Background: an optimization exercise with open tools, aiming at small area. Do not read the settings as production practice.
In this exercise RTL edits were held to simulation tests only and were not proved equivalent to the original.
Power figures rest on the tool's default switching activity, not on a simulated workload.

==> trial 86 <==
==> flow/design.v (excerpt) <==
module ocx_tlx_parse_mac(
    output fp_rcv_cmd_valid,
    output [167:0] fp_rcv_cmd_info,
    output fp_rcv_cmd_data_v,
    output [511:0] fp_rcv_cmd_data_bus,
    output fp_rcv_resp_valid,
    output [55:0] fp_rcv_resp_info,
    output fp_rcv_resp_data_v,
    output data_hold_vc0,
    output data_hold_vc1,
    output [7:0] bad_data_indicator,
    output good_crc,
    output crc_flush_done,
    output crc_flush_inprog,
    output crc_error,
    output bookend_flit_v,
    output [3:0] run_length,
    output [1:0] data_arb_vc_v,
    output [1:0] data_arb_flit_cnt,
    output control_parsing_start,
    output control_parsing_end,
    output [511:0] fp_rcv_resp_data_bus,
    output rcv_xmt_credit_tlx_v,
    output [3:0] rcv_xmt_credit_vcx0,
    output [3:0] rcv_xmt_credit_vcx3,
    output [5:0] rcv_xmt_credit_dcpx0,
    output [5:0] rcv_xmt_credit_dcpx3,
    output ctl_flit_start,
    output template0_slot0_v,
    output [27:0] template0_slot0,
    output parser_inprog,    
    output [5:0] ctl_template,
    output [167:0] pars_ctl_info,
    output pars_ctl_valid,
    output cfg_data_v,
    output cfg_data_cnt_v,
    output [31:0] cfg_data_bus,
    output cmd_credit_enable,
    output bdi_cfg_hint,
    input [511:0] dlx_tlx_flit,
    input dlx_tlx_flit_valid,
    input dlx_tlx_flit_crc_err,
    input reset_n,
    input tlx_clk
    );   
    wire [55:0] credit_return;
    wire credit_return_v;
    wire [167:0] pars_ctl_info_wire;
    wire [167:0] pars_ctl_info_s1;
    wire pars_ctl_valid_wire;
    wire ctl_flit_parsed;
    wire [1:0] data_arb_vc_v_wire;
  ...
Settings: LEC_CHECK=0, CAP_MARGIN=20, CORE_MARGIN=2, CORE_UTILIZATION=40, SLEW_MARGIN=20; clock period 10.0 ns.
standard.sh (not shown) runs the stock make flow with config.mk's settings and CLKGATE_MAP_FILE= SYNTH_SCRIPT=/design/flow/synth_recipe.tcl, a recipe that flattens the netlist after the stock synthesis.
==> flow/flow/run.sh <==
#!/bin/bash
# The standard layout (standard.sh), with two changes passed to ORFS through
# its own variables:
#  - port buffers are sky130_fd_sc_hd__buf_1 instead of the cell buffer_ports
#    picks by default (every input and output port still gets its buffer);
#  - clock tree synthesis uses clkbuf_4 buffers, clusters of at most 8 sinks
#    within 40 um, and inserts no dummy loads.
# Synthesis, floorplan, power grid, tap cells, placement, routing and all
# repair steps are the standard flow's. make's full output goes to flow.log
# here; ORFS writes each step's log under orfs/logs.
set -euo pipefail
export BUFFER_PORTS_ARGS="-buffer_cell sky130_fd_sc_hd__buf_1"
export CTS_ARGS="-sink_clustering_enable -repair_clock_nets -dont_use_dummy_load -sink_clustering_size 8 -sink_clustering_max_diameter 40 -buf_list sky130_fd_sc_hd__clkbuf_4"
bash standard.sh > flow.log 2>&1
==> inputs of trial 43, as changes to trial 86 <==
--- a/flow/design.v
+++ b/flow/design.v
@@ -392,12 +392,12 @@
                                 data_vc_v ? vc_shift_verif_ptr_dout + {1'b0,data_arb_flit_cnt_dout} : vc_shift_verif_ptr_dout;
 assign vc_shift_load_ptr_din = (ctl_flit_parse_done_dout && crc_error_s3_dout && ~(control_parsing_start || bookend_flit_v || crc_flush_inprog_dout)) ? run_length_hold_dout :
                                data_vc_v ? vc_shift_plus :
                                vc_shift_decr ? vc_shift_minus1 : vc_shift_load_ptr_dout;
 wire [19:0] verif_shifted = {16'b0, shift_reg_value} << vc_shift_verif_ptr_dout;
-wire [18:0] load_shifted_m1 = {15'b0, shift_reg_value} << (vc_shift_load_ptr_dout - 4'h1);
 wire [19:0] load_shifted = {16'b0, shift_reg_value} << vc_shift_load_ptr_dout;
+wire [15:0] load_shifted_m1 = load_shifted[16:1];
 assign vc_shift_verified_din = control_parsing_start && data_arb_vc_v_dout[1] ? {12'b0,shift_reg_value} :
                                control_parsing_start && data_arb_vc_v_dout[0] ? 16'b0 :
                                data_arb_vc_v_dout[1] ? vc_shift_verified_dout |  verif_shifted[15:0] :
                                data_arb_vc_v_dout[0] ? vc_shift_verified_dout & (verif_shifted[15:0] ^ vc0_mask) :
                                vc_shift_verified_dout;
==> flow/flow/run.sh (replaced) <==
#!/bin/bash
# The standard layout (standard.sh) with these changes:
#  - logic is mapped by ABC with an area-oriented script (flow/abc_area.script)
#    in place of ORFS's delay-oriented abc_speed.script: synthesis is the
#    standard one (synth_recipe.tcl) run a second time with SCRIPTS_DIR pointing
#    at a copy of ORFS's scripts that differs only in that file. The registers
#    (flip-flop mapping happens before ABC) are the same; flow/fix_names.py
#    gives the few with numbered instance names the names the standard
#    synthesis (run first) gave them;
#  - port buffers are sky130_fd_sc_hd__buf_1 (every input and output port
#    still gets its buffer);
#  - clock tree synthesis uses clkbuf_4 buffers, clusters of at most 8 sinks
#    within 40 um, and inserts no dummy loads.
# Everything else (floorplan, power grid, tap cells, placement, routing and all
# repair steps) is the standard flow's. Each step's output goes to a log here;
# ORFS writes each step's own log under orfs/logs.
set -euo pipefail
W=$PWD
R=$W/orfs/results/$FLOW_PLATFORM/ocx_tlx_parse_mac/base
L=$W/orfs/logs/$FLOW_PLATFORM/ocx_tlx_parse_mac/base
export BUFFER_PORTS_ARGS="-buffer_cell sky130_fd_sc_hd__buf_1"
export CTS_ARGS="-sink_clustering_enable -repair_clock_nets -dont_use_dummy_load -sink_clustering_size 8 -sink_clustering_max_diameter 40 -buf_list sky130_fd_sc_hd__clkbuf_4"

# 1. standard synthesis, kept for its register names
bash standard.sh synth > synth_standard.log 2>&1
cp "$R/1_2_yosys.v" "$W/standard_1_2_yosys.v"
cp "$L/1_2_yosys.log" "$W/standard_1_2_yosys.log"

# 2. the same synthesis with the area-oriented ABC script
rm -rf "$W/abc_scripts"
cp -r "$FLOW_HOME/scripts" "$W/abc_scripts"
cp "$W/flow/abc_area.script" "$W/abc_scripts/abc_speed.script"
SCRIPTS_DIR="$W/abc_scripts" bash standard.sh do-yosys > synth_area.log 2>&1

# 3. register instance names as the standard synthesis has them
python3 "$W/flow/fix_names.py" "$W/standard_1_2_yosys.v" "$R/1_2_yosys.v" > fix_names.log 2>&1
rm -f "$R/1_synth.odb" "$R/1_synth.sdc"

# 4. the rest of the standard flow, from this netlist
bash standard.sh > flow.log 2>&1
==> flow/flow/abc_area.script (new file) <==
&get -n
&st
&dc2
&dch -f
&nf -R 1000
&put
mfs2
&get -n
&st
&dch -f
&nf -R 1000
&put
buffer -c
topo
upsize -c
dnsize -c
==> flow/flow/fix_names.py (new file) <==
#!/usr/bin/env python3
"""Give each register of a netlist the instance name it has in another netlist of
the same design, pairing registers by the net on their Q pin.

usage: fix_names.py REFERENCE.v NETLIST.v   (NETLIST.v is rewritten in place)

Synthesis names most registers after their RTL signal, but a few get numbered
names (_1234_) that depend on how many cells were made before them. This gives
those the numbers the reference synthesis gave them; any other identifier of
NETLIST.v that already uses such a number is renamed first.
"""
import re
import sys

CELL = re.compile(r'^(\s*)(sky130_fd_sc_hd__\w+)\s+(\S+)\s*\(', re.M)
Q_PIN = re.compile(r'\.Q\(\s*(.*?)\s*\)')
IDENT = re.compile(r'(?<![\w$\\])_\d+_(?![\w$])')


def registers(text):
    """{Q net: instance name} of the flip-flops (cells with a Q pin)."""
    regs = {}
    for m in CELL.finditer(text):
        if not m.group(2).startswith('sky130_fd_sc_hd__df'):
            continue
        end = text.index(');', m.end())
        q = Q_PIN.search(text, m.end(), end)
        regs[q.group(1)] = m.group(3)
    return regs


def main(ref_path, path):
    ref = registers(open(ref_path).read())
    text = open(path).read()
    mine = registers(text)
    if set(ref) != set(mine):
        sys.exit('fix_names: the two netlists do not have the same registers')
    todo = {name: ref[q] for q, name in mine.items() if ref[q] != name}
    if not todo:
        print('fix_names: all register names already match')
        return
    for name in todo:
        if not re.fullmatch(r'_\d+_', name) or not re.fullmatch(r'_\d+_', todo[name]):
            sys.exit('fix_names: only numbered names are renamed: %s -> %s' % (name, todo[name]))
    used = set(IDENT.findall(text))
    free = max(int(x[1:-1]) for x in used | set(todo.values())) + 1
    mapping = {}
    # move whatever already uses a wanted name out of the way
    for want in todo.values():
        if want in used and want not in todo:
            mapping[want] = '_%d_' % free
            free += 1
    mapping.update(todo)
    text = IDENT.sub(lambda m: mapping.get(m.group(0), m.group(0)), text)
    if registers(text) != ref:
        sys.exit('fix_names: renaming did not give the reference names')
    open(path, 'w').write(text)
    print('fix_names: renamed %d registers (%d other identifiers moved)' % (len(todo), len(mapping) - len(todo)))


if __name__ == '__main__':
    main(sys.argv[1], sys.argv[2])
==> inputs of build 30, as changes to trial 86 <==
--- a/flow/design.v
+++ b/flow/design.v
@@ -27,10 +27,11 @@
 reg  [511:0] flit_dout;           
 reg  [511:0] data_flit_dout;      
 reg  [10*512-1:0] data_pipe;      
 reg  [27:0] ctl_slot0_dout;
 reg  [167:0] pars_ctl_info_s1_dout;  
+reg  parse_s3_done, parse_s4_done, parse_s5_done, parse_s6_done, parse_s7_done, parse_s8_done, parse_s9_done;
 reg  flit_valid_s1_dout;
 reg  flit_crc_s1_dout;
 reg  [3:0] data_cnt_dout;
 reg  [3:0] data_cnt_unverif_dout;
 reg  flit_valid_s2_dout, flit_valid_s3_dout, flit_valid_s4_dout, flit_valid_s5_dout;
@@ -73,24 +74,25 @@
 wire t2 = (tmpl_s1 == 6'd2);
 wire t3 = (tmpl_s1 == 6'd3);
 wire ld_t0_2  = parse_s2_done & t0;
 wire ld_t13_2 = parse_s2_done & (t1 | t3);
 wire ld_t2_2  = parse_s2_done & t2;
-wire ld_t13_3 = flit_valid_s4_dout & (t1 | t3);
-wire ld_t1_4  = flit_valid_s5_dout & t1;
-wire ld_t1_5  = ctl_flit_parse_end_dout & t1;
-wire ld_t2_3  = flit_valid_s4_dout & t2;
-wire ld_t2_4  = flit_valid_s5_dout & t2;
-wire ld_t2_5  = flit_valid_s6_dout & t2;
-wire ld_t2_6  = flit_valid_s7_dout & t2;
-wire ld_t2_7  = flit_valid_s8_dout & t2;
-wire ld_t2_8  = flit_valid_s9_dout & t2;
-wire ld_t2_9  = ctl_flit_parse_end_dout & t2;
-wire ld_t3_3  = flit_valid_s4_dout & t3;
-wire ld_t3_4  = ctl_flit_parse_end_dout & t3;
-wire ld_lo  = parse_s2_done | ld_t13_3 | ld_t1_4 | ld_t1_5 | ld_t3_4 | ld_t2_3 | ld_t2_4 | ld_t2_5 | ld_t2_6 | ld_t2_7 | ld_t2_8 | ld_t2_9;
-wire ld_mid = parse_s2_done | ld_t13_3 | ld_t1_4 | ld_t1_5 | ld_t3_4;
+wire ld_t13_3 = parse_s3_done & (t1 | t3);
+wire ld_t1_4  = parse_s4_done & t1;
+wire ld_t1_5  = parse_s5_done & t1;
+wire ld_t2_3  = parse_s3_done & t2;
+wire ld_t2_4  = parse_s4_done & t2;
+wire ld_t2_5  = parse_s5_done & t2;
+wire ld_t2_6  = parse_s6_done & t2;
+wire ld_t2_7  = parse_s7_done & t2;
+wire ld_t2_8  = parse_s8_done & t2;
+wire ld_t2_9  = parse_s9_done & t2;
+wire ld_t3_3  = parse_s3_done & t3;
+wire ld_t3_4  = parse_s4_done & t3;
+wire ld_lo  = parse_s2_done | ((t1 | t3) & (parse_s3_done | parse_s4_done)) | ld_t1_5 |
+              (t2 & (parse_s3_done | parse_s4_done | parse_s5_done | parse_s6_done | parse_s7_done | parse_s8_done | parse_s9_done));
+wire ld_mid = parse_s2_done | ((t1 | t3) & (parse_s3_done | parse_s4_done)) | ld_t1_5;
 wire ld_hi  = parse_s2_done | ld_t3_3 | ld_t3_4;
 wire [167:0] pars_ctl_info_cur;
 assign pars_ctl_info_cur[55:0] =
     ({56{ld_t0_2}}  & pipe0[167:112]) |
     ({56{ld_t13_2 | ld_t2_2}} & pipe0[55:0]) |
@@ -129,10 +131,11 @@
     begin
     if (!reset_n)
     begin
         ctl_slot0_dout          <= 28'b0;
         pars_ctl_info_s1_dout   <= 168'b0;
+        {parse_s3_done, parse_s4_done, parse_s5_done, parse_s6_done, parse_s7_done, parse_s8_done, parse_s9_done} <= 7'b0;
         flit_valid_s1_dout      <= 1'b0;
         flit_crc_s1_dout        <= 1'b0;
         data_cnt_dout           <= 4'b0;
         data_cnt_unverif_dout   <= 4'b0;
         flit_valid_s2_dout      <= 1'b0;
@@ -158,10 +161,12 @@
         begin
             ctl_slot0_dout <= flit_dout[27:0];
             ctl_info_template_dout <= flit_dout[465:460];
         end
         pars_ctl_info_s1_dout   <= pars_ctl_info_cur;
+        {parse_s3_done, parse_s4_done, parse_s5_done, parse_s6_done, parse_s7_done, parse_s8_done, parse_s9_done} <=
+            {flit_valid_s3_dout, flit_valid_s4_dout, flit_valid_s5_dout, flit_valid_s6_dout, flit_valid_s7_dout, flit_valid_s8_dout, flit_valid_s9_dout};
         flit_valid_s1_dout      <= dlx_tlx_flit_valid & ~dlx_tlx_flit_crc_err;
         flit_crc_s1_dout        <= dlx_tlx_flit_crc_err;
         if (ctl_v)
             data_cnt_dout       <= flit_rl;
         data_cnt_unverif_dout   <= data_cnt_unverif_din;
@@ -466,19 +471,11 @@
 assign crc_flush_done = ~crc_flush_inprog_din & crc_flush_inprog_dout;  
 assign crc_flush_inprog = crc_flush_inprog_din;
 assign cfg_data_v_din = rd_any & (vc_shift_dout[0] & cfg_shift_dout[0]);
 assign cfg_data_v_s1_din = cfg_data_v_dout & ~crc_reset;
 assign cfg_data_v = cfg_data_v_s1_dout;
-reg [31:0] cfg_word_sel;
-integer w;
-always @(*)
-    begin
-    cfg_word_sel = 32'b0;
-    for (w = 0; w < 16; w = w + 1)
-        cfg_word_sel = cfg_word_sel | ({32{cfg_offset_shift0_din == w}} & dcp_data[w*32 +: 32]);
-    end
-assign cfg_word_din = cfg_word_sel;
+assign cfg_word_din = dcp_data[cfg_offset_shift0_din*32 +: 32];
 assign cfg_data_bus = cfg_data_bus_reg;
 assign cfg_data_cnt_v = cfg_data_v_din;  
 endmodule
 `timescale 1ns / 1ps
 module ocx_tlx_ctl_fsm(
==> flow/run.sh (new file) <==
#!/bin/bash
# synth_recipe.tcl (not shown) runs the flow's synth.tcl, then flattens the netlist and writes it again
# the make line also repeats each setting of config.mk as NAME=value (left out here)
make -C /OpenROAD-flow-scripts/flow DESIGN_CONFIG=/design/flow/config.mk WORK_HOME=/design/flow/orfs CLKGATE_MAP_FILE= SYNTH_SCRIPT=/design/flow/synth_recipe.tcl finish
- CTS_BUF_LIST: unset -> sky130_fd_sc_hd__clkbuf_8
- CTS_CLUSTER_DIAMETER: unset -> 60
- CTS_CLUSTER_SIZE: unset -> 14
removed: flow/flow/run.sh
removed: flow/standard.sh
==> impl_results.html <==
<table>
<tr><th>Metric</th><th>Value</th></tr>
<tr><th colspan="2">Floorplan</th></tr>
<tr><td>Die outline width</td><td>652 um</td></tr>
<tr><td>Height of the die</td><td>652 um</td></tr>
<tr><th colspan="2">GRT</th></tr>
<tr><td>Met3 Use GR</td><td>0.168</td></tr>
<tr><td>GR Util met1</td><td>0.487</td></tr>
<tr><th colspan="2">Worst hold path</th></tr>
<tr><td>Worst min-delay path startpoint</td><td>flit_parser.data_pipe[1061]$_DFF_P_</td></tr>
<tr><th colspan="2">Finish</th></tr>
<tr><td>Clk tree area frac</td><td>0.0382</td></tr>
<tr><td>Number of non-clock inverters</td><td>38</td></tr>
<tr><th colspan="2">Power</th></tr>
<tr><td>Pleak</td><td>74.1 nW</td></tr>
<tr><td>Power dissipated in sequential cells</td><td>28.6 mW</td></tr>
<tr><td>Power attributed to the clock group</td><td>12.7 mW</td></tr>
<tr><td>Sequential cell fraction of total power</td><td>0.686</td></tr>
<tr><th colspan="2">Synth</th></tr>
<tr><td>Leading cell types by count after synthesis</td><td>sky130_fd_sc_hd__dfxtp_1 (6603), sky130_fd_sc_hd__nand2_1 (856), sky130_fd_sc_hd__a22oi_1 (770), sky130_fd_sc_hd__a222oi_1 (654), sky130_fd_sc_hd__buf_4 (569)</td></tr>
<tr><td>Cell types with the largest area share after synthesis</td><td>sky130_fd_sc_hd__dfxtp_1 (79%), sky130_fd_sc_hd__a222oi_1 (3.9%), sky130_fd_sc_hd__a22oi_1 (3.4%)</td></tr>
<tr><td>Post-synthesis instance area</td><td>168000 um2</td></tr>
<tr><th colspan="2">Setup path</th></tr>
<tr><td>Cell type of the slowest stage on the worst timing path</td><td>sky130_fd_sc_hd__nor2_4</td></tr>
<tr><th colspan="2">Outcome</th></tr>
<tr><td>Status</td><td>no timing/DRC/antenna violations</td></tr>
</table>
-- figures above: trial 86

==> impl_results.html <==
<table>
<tr><th>Metric</th><th>Value</th></tr>
<tr><th colspan="2">Floorplan</th></tr>
<tr><td>Height of the die</td><td>647 um</td></tr>
<tr><td>Die outline width</td><td>647 um</td></tr>
<tr><th colspan="2">Setup path</th></tr>
<tr><td>Cell type of the slowest stage on the worst timing path</td><td>sky130_fd_sc_hd__nand2_1</td></tr>
<tr><th colspan="2">Finish</th></tr>
<tr><td>Clk tree area frac</td><td>0.0391</td></tr>
<tr><th colspan="2">Worst hold path</th></tr>
<tr><td>Worst min-delay path startpoint</td><td>flit_parser.data_pipe[1509]$_DFF_P_</td></tr>
<tr><th colspan="2">Outcome</th></tr>
<tr><td>Status</td><td>no timing/DRC/antenna violations</td></tr>
<tr><th colspan="2">Synth</th></tr>
<tr><td>Cell types with the largest area share after synthesis</td><td>sky130_fd_sc_hd__dfxtp_1 (80%), sky130_fd_sc_hd__a222oi_1 (4.6%), sky130_fd_sc_hd__a22oi_1 (4.2%)</td></tr>
<tr><th colspan="2">GRT</th></tr>
<tr><td>Met3 Use GR</td><td>0.187</td></tr>
<tr><th colspan="2">Power</th></tr>
<tr><td>Sequential cell fraction of total power</td><td>0.684</td></tr>
<tr><td>Power dissipated in sequential cells</td><td>28.6 mW</td></tr>
</table>
-- figures above: trial 43

==> impl_results.html <==
<table>
<tr><th>Metric</th><th>Value</th></tr>
<tr><th colspan="2">Outcome</th></tr>
<tr><td>Status</td><td>no timing/DRC/antenna violations</td></tr>
<tr><th colspan="2">Synth</th></tr>
<tr><td>Cell types with the largest area share after synthesis</td><td>sky130_fd_sc_hd__dfxtp_1 (78%), sky130_fd_sc_hd__a222oi_1 (3.9%), sky130_fd_sc_hd__a22oi_1 (3.5%)</td></tr>
<tr><td>Post-synthesis instance area</td><td>168000 um2</td></tr>
<tr><th colspan="2">Finish</th></tr>
<tr><td>Number of non-clock inverters</td><td>35</td></tr>
<tr><td>Clk tree area frac</td><td>0.0468</td></tr>
<tr><th colspan="2">Power</th></tr>
<tr><td>Power dissipated in sequential cells</td><td>28.5 mW</td></tr>
<tr><td>Power attributed to the clock group</td><td>14.5 mW</td></tr>
<tr><th colspan="2">GRT</th></tr>
<tr><td>Met3 Use GR</td><td>0.114</td></tr>
<tr><td>GR Util met1</td><td>0.474</td></tr>
<tr><th colspan="2">Worst hold path</th></tr>
<tr><td>Worst min-delay path startpoint</td><td>flit_parser.flit_dout[329]$_DFF_P_</td></tr>
<tr><th colspan="2">Floorplan</th></tr>
<tr><td>Height of the die</td><td>653 um</td></tr>
</table>
-- figures above: build 30

## what the ideal ports hide
How much do the figures lean on ideal ports? The routed layouts below were timed once more, with nothing changed but the port constraints.
Step 1 (the two cells are an assumption about what drives the block):
set clk [get_ports {tlx_clk}]
set_driving_cell -lib_cell sky130_fd_sc_hd__clkbuf_16 $clk
set_driving_cell -lib_cell sky130_fd_sc_hd__buf_2 [delete_from_list [all_inputs] $clk]
Step 2 adds t to the input delays and takes it off the output delays; t is the mean of the earliest and latest rising clock arrival at the registers after step 1. Input paths then give back, and output paths get back, about the clock's delay inside the block.
Slacks: ideal / step 1 / step 2; pairs: ideal / step 1.
run | shift t [ns] | setup slack, ns | worst register clock-pin slew, ns | cell pins on the clock port's net
trial 86 | 1.833 | 1.169 / 1.053 / 2.885 | 0.10 / 0.10 | 1
trial 43 | 1.812 | 1.170 / 1.048 / 2.860 | 0.10 / 0.10 | 1
build 30 | 1.378 | 1.442 / 1.319 / 2.697 | 0.10 / 0.10 | 1
After both steps every run listed still meets setup and hold.
